What follows belongs to an exercise in optimizing a design on an open flow for small area; a production flow would make more cautious choices. Where RTL was checked, it was by simulation tests only, not by an equivalence proof against the original. Power and IR drop assume default switching activity.

==> inputs of 09-11 <==
==> flow/design.v <==
module testpattern
(
    input              I_pxl_clk   ,
    input              I_rst_n     ,
    input      [2:0]   I_mode      ,
    input      [7:0]   I_single_r  ,
    input      [7:0]   I_single_g  ,
    input      [7:0]   I_single_b  ,
    input      [11:0]  I_h_total   ,
    input      [11:0]  I_h_sync    ,
    input      [11:0]  I_h_bporch  ,
    input      [11:0]  I_h_res     ,
    input      [11:0]  I_v_total   ,
    input      [11:0]  I_v_sync    ,
    input      [11:0]  I_v_bporch  ,
    input      [11:0]  I_v_res     ,
    input              I_hs_pol    ,
    input              I_vs_pol    ,
    output reg         O_de        ,
    output reg         O_hs        ,
    output reg         O_vs        ,
    output     [7:0]   O_data_r    ,
    output     [7:0]   O_data_g    ,
    output     [7:0]   O_data_b
);
localparam SYNC = 2'd0, BP = 2'd1, ACT = 2'd2, FP = 2'd3;
reg  [11:0] L, S;
reg  [1:0]  hph;
wire        lend  = (L == 12'd1);
wire [11:0] S_inc = S + 1'b1;
wire [11:0] hlen  = hph[1] ? I_h_res : (hph[0] ? I_h_bporch : I_h_sync);
wire        send  = (S_inc == hlen);
wire        hbp0  = (I_h_bporch == 12'd0);
always @(posedge I_pxl_clk) begin
    if (!I_rst_n) begin
        L   <= 12'd4;        
        S   <= 12'd0;
        hph <= FP;
    end else if (lend) begin
        L   <= I_h_total;
        S   <= 12'd0;
        hph <= SYNC;
    end else begin
        L   <= L - 1'b1;
        S   <= send ? 12'd0 : S_inc;
        if (send)
            case (hph)
                SYNC:    hph <= hbp0 ? ACT : BP;
                BP:      hph <= ACT;
                default: hph <= FP;
            endcase
    end
end
reg  [11:0] VL, VS;
reg  [1:0]  vph;
wire        fend   = (VL == 12'd1);
wire        vsend  = (VS == 12'd1);
wire        vbp0   = (I_v_bporch == 12'd0);
wire        vnew   = lend & fend;
wire        vseg   = lend & vsend;
always @(posedge I_pxl_clk) begin
    if (!I_rst_n) begin
        VL  <= 12'd1;
        VS  <= 12'd0;
        vph <= FP;
    end else begin
        VL <= vnew ? I_v_total : VL - lend;
        if (vnew) begin
            VS  <= I_v_sync;
            vph <= SYNC;
        end else if (vseg) begin
            case (vph)
                SYNC:    begin vph <= vbp0 ? ACT : BP; VS <= vbp0 ? I_v_res : I_v_bporch; end
                BP:      begin vph <= ACT; VS <= I_v_res; end
                default: begin vph <= FP; VS <= 12'd0; end
            endcase
        end else
            VS <= VS - lend;
    end
end
wire de  = (hph == ACT) & (vph == ACT);
wire hsn = (hph != SYNC);
wire vsn = (vph != SYNC);
reg        seen;
reg  [8:0] d;
reg  [3:0] bar;
reg        k;
reg        sk;
wire [8:0] W    = I_h_res[11:3];
wire       W1   = (W == 9'd1);
wire       eqW  = (d == 9'd1);
wire       c_in = eqW & ~sk & ~(W1 & ~k & (bar != 4'd0));
wire       c0   = O_de ? (W1 ? k : eqW) : (~seen & W1);
always @(posedge I_pxl_clk) begin
    if (!I_rst_n) begin
        seen <= 1'b0; d <= 9'd0; bar <= 4'd0; k <= 1'b0; sk <= 1'b0;
    end else if (de) begin
        seen <= 1'b1;
        d    <= eqW ? W : d - 1'b1;
        bar  <= bar + c_in;
        sk   <= sk & ~eqW;
    end else begin
        d    <= W;
        bar  <= {3'd0, c0};
        k    <= c0;
        sk   <= c0 & ~W1;
    end
end
wire        blk     = ~de | bar[3];
wire [23:0] color   = blk ? 24'd0 : {{8{~bar[0]}}, {8{~bar[2]}}, {8{~bar[1]}}};
wire        grid    = de & ((S[4:0] == 5'd0) | send | (VS[4:0] == I_v_res[4:0]) | ((vph == ACT) & vsend));
wire [7:0]  gray    = de ? S[7:0] : (seen ? I_h_res[7:0] : 8'd0);
wire [23:0] data_sel = (I_mode == 3'd0) ? color :
                       (I_mode == 3'd1) ? {16'd0, {8{grid}}} :
                       (I_mode == 3'd2) ? {gray, gray, gray} :
                       (I_mode == 3'd3) ? {I_single_b, I_single_g, I_single_r} :
                                          {8'hff, 16'd0};
reg [23:0] data;
always @(posedge I_pxl_clk or negedge I_rst_n) begin
    if (!I_rst_n) begin
        O_de <= 1'b0;
        O_hs <= 1'b1;
        O_vs <= 1'b1;
        data <= 24'd0;
    end else begin
        O_de <= de;
        O_hs <= I_hs_pol ? ~hsn : hsn;
        O_vs <= I_vs_pol ? ~vsn : vsn;
        data <= data_sel;
    end
end
assign O_data_r = data[ 7: 0];
assign O_data_g = data[15: 8];
assign O_data_b = data[23:16];
endmodule
==> flow/flow/run.sh <==
#!/bin/bash
# Own layout flow: the standard ORFS flow, with two changes:
#  - ABC maps the logic with an area-oriented script (flow/area.script)
#    instead of the delay-oriented one; everything else in synthesis
#    (synth_recipe.tcl, registers, flattening, renaming) is unchanged.
#  - the input/output port buffers are sky130_fd_sc_hd__buf_1.
#  - clock tree synthesis uses clkbuf_8 cells and no dummy loads.
set -euo pipefail
HERE=$(pwd)
cat > "$HERE/own_synth.tcl" <<EOT
proc abc {args} {
  set i [lsearch \$args -script]
  if {\$i >= 0} { lset args [expr {\$i + 1}] $HERE/flow/area.script }
  yosys abc {*}\$args
}
source $HERE/synth_recipe.tcl
EOT
bash standard.sh SYNTH_SCRIPT="$HERE/own_synth.tcl" \
  BUFFER_PORTS_ARGS="-buffer_cell sky130_fd_sc_hd__buf_1" \
  CTS_ARGS="-sink_clustering_enable -repair_clock_nets -buf_list sky130_fd_sc_hd__clkbuf_8 -dont_use_dummy_load" finish > "$HERE/standard.log" 2>&1
==> flow/flow/area.script <==
&get -n
&st
&syn2
&dch -f
&nf -a
&put
topo
dnsize
==> flow/standard.sh <==
#!/bin/bash
# synth_recipe.tcl (not shown) runs the flow's synth.tcl, then flattens the netlist and writes it again
# the make line also repeats each setting of config.mk as NAME=value (left out here)
make -C /OpenROAD-flow-scripts/flow DESIGN_CONFIG=/design/flow/config.mk WORK_HOME=/design/flow/orfs CLKGATE_MAP_FILE= SYNTH_SCRIPT=/design/flow/synth_recipe.tcl "${@:-finish}"
==> flow/config.mk <==
export PLATFORM = sky130hd
export DESIGN_NAME = testpattern
export DESIGN_NICKNAME = testpattern
export VERILOG_FILES = /design/flow/design.v
export SDC_FILE = /design/flow/constraint.sdc
export NUM_CORES = 8
export LEC_CHECK = 0
export CAP_MARGIN = 20
export CORE_MARGIN = 2
export CORE_UTILIZATION = 40
export SLEW_MARGIN = 20
==> flow/constraint.sdc <==
create_clock -name core_clock -period 6.7 [get_ports {I_pxl_clk}]
set_input_delay 1.3400 -clock core_clock [delete_from_list [all_inputs] [get_ports {I_pxl_clk}]]
set_output_delay 1.3400 -clock core_clock [all_outputs]
set_load 0.01 [all_outputs]
==> inputs of 01-10, as changes to 09-11 <==
--- a/flow/design.v
+++ b/flow/design.v
@@ -57,6 +57,4 @@
 wire        vsend  = (VS == 12'd1);
 wire        vbp0   = (I_v_bporch == 12'd0);
-wire        vnew   = lend & fend;
-wire        vseg   = lend & vsend;
 always @(posedge I_pxl_clk) begin
     if (!I_rst_n) begin
@@ -64,17 +62,19 @@
         VS  <= 12'd0;
         vph <= FP;
-    end else begin
-        VL <= vnew ? I_v_total : VL - lend;
-        if (vnew) begin
+    end else if (lend) begin
+        if (fend) begin
+            VL  <= I_v_total;
             VS  <= I_v_sync;
             vph <= SYNC;
-        end else if (vseg) begin
-            case (vph)
-                SYNC:    begin vph <= vbp0 ? ACT : BP; VS <= vbp0 ? I_v_res : I_v_bporch; end
-                BP:      begin vph <= ACT; VS <= I_v_res; end
-                default: begin vph <= FP; VS <= 12'd0; end
-            endcase
-        end else
-            VS <= VS - lend;
+        end else begin
+            VL  <= VL - 1'b1;
+            VS  <= VS - 1'b1;
+            if (vsend)
+                case (vph)
+                    SYNC:    begin vph <= vbp0 ? ACT : BP; VS <= vbp0 ? I_v_res : I_v_bporch; end
+                    BP:      begin vph <= ACT; VS <= I_v_res; end
+                    default: vph <= FP;
+                endcase
+        end
     end
 end
==> flow/flow/area.script (replaced) <==
&get -n
&st
&dch
&nf -a
&put
topo
dnsize
==> results.txt <==
- The run finished with no timing, DRC or antenna violations.
* Buf+Inv Stages, Crit Path: 1
* Most numerous cell types in the synthesized netlist: nor2_1 (91), o21ai_0 (72), dfxtp_1 (68)
* Wire length on met2: 6520 µm
- CP delay by family, top: compound AO/OA/AOI/OAI gates
* Most repeated cell in the gate-level netlist after synthesis: nor2_1
- Wire length reported by the detailed router: 13800 µm
- Combinational share of power: approximately 32%
* Share of power burned in registers: 48.5%
- Share of Yosys cell area claimed by the top area cell type: 27.1%
- Of the total synthesized cell area, the portion taken by XOR and XNOR cells is 10.2%.
- Buffers outside the clock tree occupy 9.94% of the routed design's cell area.
- Main combinational cell family by area after synthesis: simple AND/OR/NAND/NOR gates
* Maximum clock frequency: about 290 MHz
- VDD sags by at most 0.000102 V.
Source of the figures above: 09-11

==> results.txt <==
- The run finished with no timing, DRC or antenna violations.
- Yosys instantiated no cell more often than dfxtp_1.
- In the synthesized netlist, the cells that appear most often are dfxtp_1 (68), nand2_1 (60), a21oi_1 (57).
- Buf+Inv Stages, Crit Path: 0
* Wire length reported by the detailed router: 15800 µm
* Wire length on met2: 7380 µm
- Non-clock buffer contribution to total cell area: 9.84%
* Maximum clock frequency: 324 MHz
- Share of Yosys cell area claimed by the top area cell type: roughly a quarter
* Worst Path Required: roughly 7.0 ns
- The worst-case IR drop observed on VDD is 0.0000988 V.
- In this run, the combinational gates consume just under 40% of the power.
- Share of power burned in registers: 42.2%
* Main combinational cell family by area after synthesis: compound AO/OA/AOI/OAI gates
Source of the figures above: 01-10

The RTL of 01-10 was laid out without a check of its function.

## afterwards: timing with drivers on the ports
The results above use ideal ports. As a check the final layouts listed here were re-extracted and re-timed, cells and wires unchanged. Step 1 (the two cells are an assumption about what drives the block):
set clk [get_ports {I_pxl_clk}]
set_driving_cell -lib_cell sky130_fd_sc_hd__clkbuf_16 $clk
set_driving_cell -lib_cell sky130_fd_sc_hd__buf_2 [delete_from_list [all_inputs] $clk]
Step 2 also shifts input and output timing later by t, the mid clock arrival at the registers, as if the neighbouring blocks saw the same clock. a / b / c = ideal ports / drivers / drivers and shift; a / b = the first two.
| run | t (ns) | slack for setup (ns) | worst setup path after step 2 | worst register clock-pin slew, ns | cell pins on the clock port's net |
|---|---|---|---|---|---|
| 09-11 | 0.397 | 3.193 / 3.208 / 2.811 | input to register | 0.09 / 0.09 | 1 |
| 01-10 | 0.409 | 3.618 / 3.618 / 3.420 | input to register | 0.10 / 0.10 | 1 |
After both steps setup and hold are still met in every run listed. For 09-11, which loses most, drivers alone change the setup slack by +0.015 ns; drivers and shift together by -0.382 ns.
